This is an optimization exercise on Yosys and OpenROAD, whose aim is small area, a short achievable clock period and few clock cycles per item, not a production implementation. The RTL of this run was laid out without a check of its function. No activity file was given, so power comes from the tool's default toggle rates.

File: flow/config.mk
export PLATFORM = sky130hd
export DESIGN_NAME = func
export DESIGN_NICKNAME = func
export VERILOG_FILES = /design/flow/design.v
export SDC_FILE = /design/flow/constraint.sdc
export NUM_CORES = 4
export LEC_CHECK = 0
export ABC_AREA = 1
export CAP_MARGIN = 20
export CORE_AREA = 2.5 2.5 57.5 57.5
export DIE_AREA = 0 0 60 60
export SLEW_MARGIN = 20
File: flow/constraint.sdc
create_clock -name core_clock -period 5.0 [get_ports {clk_i}]
set_input_delay 1.0000 -clock core_clock [delete_from_list [all_inputs] [get_ports {clk_i}]]
set_output_delay 1.0000 -clock core_clock [all_outputs]
set_load 0.01 [all_outputs]
File: flow/design.v
`timescale 1ns / 1ps
`timescale 1ns / 1ps
`timescale 1ns / 1ps
`timescale 1ns / 1ps
`timescale 1ns / 1ps
`timescale 1ns / 1ps
module func (
        input clk_i,
        input rst_i,
        input [ 7 : 0 ] a_bi,
        input [ 7 : 0 ] b_bi,
        input start_i,
        output [ 1 : 0 ] busy_o,
        output reg [ 4 : 0 ] y_bo
    );
    wire [4:0] r;
    full u_full (.a7(a_bi[7]), .a6(a_bi[6]), .a5(a_bi[5]), .a4(a_bi[4]),
             .a3(a_bi[3]), .a2(a_bi[2]), .a1(a_bi[1]), .a0(a_bi[0]),
             .b7(b_bi[7]), .b6(b_bi[6]), .b5(b_bi[5]), .b4(b_bi[4]),
             .b3(b_bi[3]), .b2(b_bi[2]), .b1(b_bi[1]), .b0(b_bi[0]),
             .y4(r[4]), .y3(r[3]), .y2(r[2]), .y1(r[1]), .y0(r[0]));
    assign busy_o = 2'b00;
    always @(posedge clk_i) begin
        if (rst_i)
            y_bo <= 5'd0;
        else if (start_i)
            y_bo <= r;
    end
endmodule
module full ( 
    a7, a6, a5, a4, a3, a2, a1, a0, b7, b6, b5, b4, b3, b2, b1, b0,
    y4, y3, y2, y1, y0  );
  input  a7, a6, a5, a4, a3, a2, a1, a0, b7, b6, b5, b4, b3, b2, b1, b0;
  output y4, y3, y2, y1, y0;
  wire new_n22, new_n23, new_n24, new_n25, new_n26, new_n27, new_n28,
    new_n29, new_n30, new_n31, new_n32, new_n33, new_n34, new_n35, new_n36,
    new_n37, new_n38, new_n39, new_n40, new_n41, new_n42, new_n43, new_n44,
    new_n45, new_n46, new_n47, new_n48, new_n49, new_n50, new_n51, new_n52,
    new_n53, new_n54, new_n55, new_n56, new_n58, new_n59, new_n60, new_n62,
    new_n63, new_n64, new_n65, new_n67, new_n68, new_n69, new_n70, new_n71,
    new_n72, new_n73, new_n74, new_n75, new_n76, new_n77, new_n78, new_n79,
    new_n80, new_n81, new_n82, new_n83, new_n84, new_n85, new_n86, new_n87,
    new_n88, new_n89, new_n90, new_n91, new_n92, new_n93, new_n94, new_n95,
    new_n96, new_n97, new_n98, new_n99, new_n100, new_n102, new_n103,
    new_n104, new_n105, new_n106, new_n107, new_n108, new_n109, new_n110,
    new_n111, new_n112, new_n113, new_n114, new_n115, new_n116, new_n117,
    new_n118;
  assign new_n22 = ~b7 & ~b6;
  assign new_n23 = ~b5 & ~b4;
  assign new_n24 = ~b3 & new_n23;
  assign new_n25 = a1 & ~new_n24;
  assign new_n26 = new_n22 & ~new_n25;
  assign new_n27 = ~b1 & ~b0;
  assign new_n28 = ~b2 & new_n27;
  assign new_n29 = a1 & ~new_n28;
  assign new_n30 = b4 & b3;
  assign new_n31 = ~b5 & ~new_n30;
  assign new_n32 = b1 & b0;
  assign new_n33 = ~b5 & ~b2;
  assign new_n34 = ~new_n32 & new_n33;
  assign new_n35 = ~new_n31 & ~new_n34;
  assign new_n36 = ~new_n29 & ~new_n35;
  assign new_n37 = a0 & ~new_n36;
  assign new_n38 = new_n26 & ~new_n37;
  assign new_n39 = a2 & ~new_n38;
  assign new_n40 = a1 & b6;
  assign new_n41 = b7 & new_n40;
  assign new_n42 = ~new_n31 & new_n41;
  assign new_n43 = b5 & b2;
  assign new_n44 = ~new_n27 & new_n43;
  assign new_n45 = new_n30 & new_n44;
  assign new_n46 = ~b7 & ~new_n45;
  assign new_n47 = a1 & a0;
  assign new_n48 = ~new_n22 & new_n47;
  assign new_n49 = ~new_n46 & new_n48;
  assign new_n50 = ~new_n42 & ~new_n49;
  assign new_n51 = ~new_n39 & new_n50;
  assign new_n52 = a7 & ~a6;
  assign new_n53 = a5 & ~new_n52;
  assign new_n54 = a4 & a3;
  assign new_n55 = new_n53 & new_n54;
  assign new_n56 = ~new_n51 & new_n55;
  assign y4 = a7 & new_n56;
  assign new_n58 = ~a7 & a6;
  assign new_n59 = ~new_n56 & ~new_n58;
  assign new_n60 = ~a7 & new_n59;
  assign y3 = ~y4 & ~new_n60;
  assign new_n62 = a3 & ~new_n51;
  assign new_n63 = ~a4 & ~new_n62;
  assign new_n64 = ~a6 & ~a5;
  assign new_n65 = new_n63 & new_n64;
  assign y2 = new_n59 & ~new_n65;
  assign new_n67 = new_n56 & ~new_n58;
  assign new_n68 = a7 & ~a5;
  assign new_n69 = ~a7 & ~a4;
  assign new_n70 = ~new_n68 & ~new_n69;
  assign new_n71 = new_n64 & ~new_n70;
  assign new_n72 = ~new_n63 & new_n71;
  assign new_n73 = ~new_n67 & ~new_n72;
  assign new_n74 = a2 & new_n54;
  assign new_n75 = ~new_n50 & new_n74;
  assign new_n76 = ~new_n53 & ~new_n68;
  assign new_n77 = ~new_n71 & new_n76;
  assign new_n78 = ~new_n75 & new_n77;
  assign new_n79 = ~new_n64 & ~new_n70;
  assign new_n80 = a7 & a4;
  assign new_n81 = ~a3 & ~new_n80;
  assign new_n82 = a5 & new_n58;
  assign new_n83 = ~a6 & new_n76;
  assign new_n84 = ~new_n82 & ~new_n83;
  assign new_n85 = new_n81 & ~new_n84;
  assign new_n86 = ~new_n79 & ~new_n85;
  assign new_n87 = a0 & new_n42;
  assign new_n88 = a2 & ~new_n26;
  assign new_n89 = ~new_n87 & ~new_n88;
  assign new_n90 = a1 & new_n35;
  assign new_n91 = ~a0 & ~new_n40;
  assign new_n92 = new_n46 & new_n91;
  assign new_n93 = ~new_n90 & new_n92;
  assign new_n94 = ~new_n89 & ~new_n93;
  assign new_n95 = ~new_n86 & ~new_n94;
  assign new_n96 = ~a2 & ~new_n70;
  assign new_n97 = new_n81 & new_n96;
  assign new_n98 = new_n38 & new_n97;
  assign new_n99 = new_n95 & new_n98;
  assign new_n100 = ~new_n78 & ~new_n99;
  assign y1 = new_n73 & new_n100;
  assign new_n102 = a3 & new_n84;
  assign new_n103 = ~a2 & ~a1;
  assign new_n104 = ~a0 & new_n103;
  assign new_n105 = new_n22 & ~new_n80;
  assign new_n106 = new_n104 & new_n105;
  assign new_n107 = new_n24 & new_n28;
  assign new_n108 = new_n106 & new_n107;
  assign new_n109 = ~new_n79 & ~new_n108;
  assign new_n110 = ~new_n102 & ~new_n109;
  assign new_n111 = a6 & ~a4;
  assign new_n112 = new_n68 & new_n111;
  assign new_n113 = ~new_n110 & ~new_n112;
  assign new_n114 = ~new_n95 & new_n113;
  assign new_n115 = ~new_n98 & ~new_n114;
  assign new_n116 = ~new_n75 & ~new_n110;
  assign new_n117 = new_n76 & ~new_n116;
  assign new_n118 = ~new_n115 & ~new_n117;
  assign y0 = new_n73 & new_n118;
endmodule
File: flow/flow/run.sh
#!/bin/bash
set -euo pipefail
rm -rf scripts
cp -r "$FLOW_HOME/scripts" scripts
cp flow/abc_area.script scripts/abc_area.script
export FLOW_FO_LIMIT=4
export POST_GLOBAL_PLACE_TCL=$PWD/flow/post_gp.tcl
BUFFER_PORTS_ARGS="-buffer_cell sky130_fd_sc_hd__buf_1" bash standard.sh SCRIPTS_DIR=$PWD/scripts finish > standard.log 2>&1
File: flow/flow/abc_area.script
strash
dch
map -B 0.3
topo
stime -c
buffer -c
upsize -c
dnsize -c
File: flow/flow/post_gp.tcl
# Upsize the input-port buffers that drive many loads from buf_1 to buf_2.
set my_fo_limit [expr {[info exists ::env(FLOW_FO_LIMIT)] ? $::env(FLOW_FO_LIMIT) : 4}]
foreach inst [get_cells input*] {
  set master [get_property $inst ref_name]
  if {$master != "sky130_fd_sc_hd__buf_1"} { continue }
  set out [get_pins -of_objects $inst -filter "direction == output"]
  set net [get_nets -of_objects $out]
  set fo [llength [get_pins -of_objects $net -filter "direction == input"]]
  if {$fo >= $my_fo_limit} {
    puts "upsizing [get_full_name $inst] (fanout $fo) to buf_2"
    replace_cell $inst sky130_fd_sc_hd__buf_2
  }
}
File: flow/standard.sh
#!/bin/bash
# synth_recipe.tcl (not shown) runs the flow's synth.tcl, then flattens the netlist and writes it again
# the make line also repeats each setting of config.mk as NAME=value (left out here)
make -C /OpenROAD-flow-scripts/flow DESIGN_CONFIG=/design/flow/config.mk WORK_HOME=/design/flow/orfs CLKGATE_MAP_FILE= SYNTH_SCRIPT=/design/flow/synth_recipe.tcl "${@:-finish}"
==> results.txt <==
-- power groups by stage --
stage               sequential (mW)  combinational (mW)  clock [mW]
finish                       0.0443              0.0526      0.0472
CTS                          0.0443              0.0527      0.0495
global route                 0.0447              0.0601      0.0511
global placement             0.0450              0.0516           0
detailed placement           0.0450              0.0526           0
floorplan                    0.0465              0.0316           0
-- worst paths after layout --
check	from	cells after the start	slack (ns)	endpoint
min	y_bo[3]	2	0.46	y_bo[3]
min reg2reg	y_bo[3]	2	0.46	y_bo[3]
max	b_bi[0]	9	2.99	y_bo[3]
max reg2reg	y_bo[4]	2	4.40	y_bo[4]
-- Yosys cell counts (2+ instances only) --
library cell	instances	share of area, %
nand2_1	27	16
nand3_1	13	10
inv_1	11	6.6
a21oi_1	10	8.0
nor2_1	10	6.0
dfxtp_1	5	16
a21oi_2	3	4.2
nand4_1	3	3.0
nor3_1	3	2.4
o21ai_2	3	4.2
o21bai_1	3	3.6
buf_4	2	2.4
nand2_2	2	2.0
nor2_2	2	2.0
-- worst max-delay path, stage by stage --
cell and delay (ns):
buf_1 0.08, nor2_1 0.20, o21bai_1 0.13, a21oi_2 0.22, nand2_1 0.12, a21boi_1 0.18
nand2_1 0.09, nand2_1 0.06, a21oi_1 0.05
-- stage by stage --
| stage | hold WS, ns | worst slack [ns] |
|---|---|---|
| 2_1_floorplan | 0.482 | 3.05 |
| 3_3_place_gp | 0.461 | 2.72 |
| 3_5_place_dp | 0.459 | 2.74 |
| 4_1_cts | 0.466 | 3.00 |
| 5_1_grt | 0.489 | 2.87 |
| 6_report | 0.464 | 2.99 |
-- layer usage --
layer  up-vias  global-route usage (%)
li1        415                       -
met3         2                    2.60
met1       342                    13.8
met4         0                    4.44
met2        28                    13.5
met5         -                       0
-- area by class of cell --
type / count / area [sq um] / share of cell area [%]
tap: 33 / 41.3 / 5.25
timing repair buffer: 23 / 103 / 13.1
clock buffer: 4 / 26.3 / 3.34
sequential: 5 / 100 / 12.7
multi-input combinational: 91 / 470 / 59.9
inverter: 12 / 45.0 / 5.73
-- cells by family after synthesis --
kind of cell	after synthesis
AND/OR/NAND/NOR	65
AO/OA/AOI/OAI	24
buffers and inverters	14
flip-flops	5
other	1
-- cell usage in the layout (no fill, tap or decap), types with 2 or more instances in the layout --
cell and instances:
conb_1 2, clkbuf_4 3, nand2_2 2, nand2_1 27, nand3_1 13, dfxtp_1 5
a21oi_2 3, buf_2 13, nand4_1 3, buf_1 10, nor3_1 3, nor2_1 10
o21ai_2 3, inv_1 11, a21oi_1 10, nor2_2 2, o21bai_1 3
==> metrics.md <==
| Metric | Value |
|---|---|
| Unrepaired setup endpoints after global routing | no |
| Dominant synthesized flop cell | dfxtp_1 |
| Clock skew | 0 ns |
| Post-Layout Inst Area | roughly 790 sq um |
| Synth Register Bits | 5 |
| # fillers | about 340 |
| N_diodes | 0 |
| Post-synthesis compound-gate area fraction | between 20 and 30% |
| H-Tree Depth | 1 |
| Final net count | about 160 |
| Worst EP required | roughly 5.1 ns |
| Die X | approximately 60 microns |
| Highest routed layer | met4 |
| DR pass1 iterations | 4 |
| Worst-path clk slew | 0.05 ns |
| Clock power share | roughly a third |
| Largest net degree at the start of global routing | 8 |
| IR drop worst, VDD | roughly 0.047 mV |
| Clock Sink Count | 5 |
| Initial antenna violation count | 0 |
| Logic pwr share | a little over a third |
| Simple-gate share of the synthesized area | 48.3% |
| Xor and xnor fraction of the mapped netlist area | 0% |
| Final hold vios | 0 |
| Number of synthesized flops with an enable pin | 0 |
| Most flop-heavy register | y_bo |
| Power, Total | between 100 and 150 uW |
| Global route overflow | 0 |
| Synth warn | 1 |
| Status | no timing/DRC/antenna violations |
| P&R area growth vs syn | 25.3% |
| Die Y | around 60 microns |
| WP data arrival | approximately 2.1 ns |
| Placement Cell Area | around 760 sq um |
| Setup CP Type | in -> reg |
| Dpl hpwl | 1340 microns |
| Syn Std Cell Area | between 600 and 700 sq um |
| CP Launch Type | input port |
| Syn avg cell area | around 5.8 sq um |
| Met2 wire len | approximately 660 microns |
| Core region area | between 0.002 and 0.003 sq mm |
| Vias per cell | roughly 4.7 |
| Max reg flops | 5 |
| Vias in the first global route | roughly 650 |
| Clock root cell | clkbuf_4 |
| Final setup vio count | 0 |
| PD cells | approximately 180 mW/mm^2 |
| Pleak | between 0.3 and 0.4 nW |
| Max-slew violations | 0 |
| Async S/R FF share, synth | 0% |
| I/O pins | 26 |
| Sw Share | 35.6% |
| Clk buf depth | 2 |
| Largest registers | y_bo (5) |
| Crit path time final | roughly 2 ns |
| Max-cap violation count | 0 |
| Wire length on met1 | 815 microns |
| Adder-cell share of the synthesized area | 0% |
| Die Area | 0.00360 sq mm |
| Post-CTS setup buffers | 0 |
| PortBufs | 23 |
| Final core utilization | a little over a quarter |
| Initial DRC Count | 43 |
| Total track usage | under 10% |
| Final Cycle Share | between 40% and 50% |
| Int Power | a little over 90 uW |
| Hold Crit Class | reg -> reg |
| Total Wirelength | between 1500 and 2000 microns |
| Routed wl met3 | about 110 microns |
| Post-CTS sizing | 0 |
| # hold bufs at CTS | 0 |
| Count of different cell masters after synthesis | 26 |
| Total CTS buffers | 3 |
| DRC | 0 |
| Antenna-violating nets left | 0 |
| Reg power frac | a little under a third |
| Largest family of logic cells by synthesized area | simple AND/OR/NAND/NOR gates |
| Std cell rows | 20 |
| Final setup TNS | 0 ns |
| CTS tree | done |
| CP Max Fanout | 4 |
| Mux cell area share after synthesis | 0% |
| Clk latency of the worst-skew pair | 0.24 ns |
| Sequential area share after synthesis | between 10% and 20% |
| Cell Count, Final, Fillers Out | 168 |
| Placed insts | ~160 |
| Avg WL per Cell | ~9.5 microns |
| Critical Path Sink Type | flip-flop |
| Layout cell share with drive strength beyond 1 | around 22% |
| Detailed-route via count | about 800 |
| First-pass GRT wire length | between 2000 and 3000 microns |
| Switch Pwr | a little over 50 uW |
| Starting Density | around a fifth |
| Mapped Cells | 109 |
| F_max | approximately 0.50 GHz |

afterwards: timing with drivers on the ports:
The flow's constraints put no driver on any port. The routed layout listed below was extracted and timed again, unchanged, in two steps. Step 1 (the two cells are an assumption about what drives the block):
set clk [get_ports {clk_i}]
set_driving_cell -lib_cell sky130_fd_sc_hd__clkbuf_16 $clk
set_driving_cell -lib_cell sky130_fd_sc_hd__buf_2 [delete_from_list [all_inputs] $clk]
Step 2, shift: input delay + t, output delay - t, t = (earliest + latest rising clock arrival at the registers) / 2. This alone moves slack from input paths to output paths. Three values: ideal ports, drivers, drivers and shift; two values: the first two.
shift t [ns]: 0.261
setup WS [ns]: 2.994 / 2.991 / 2.730
hold WS [ns]: 0.464 / 0.464 / 0.464
worst setup path at the end: input to register
After both steps this run still meets setup and hold. For this run, drivers alone change the setup slack by -0.003 ns; drivers and shift together by -0.264 ns.
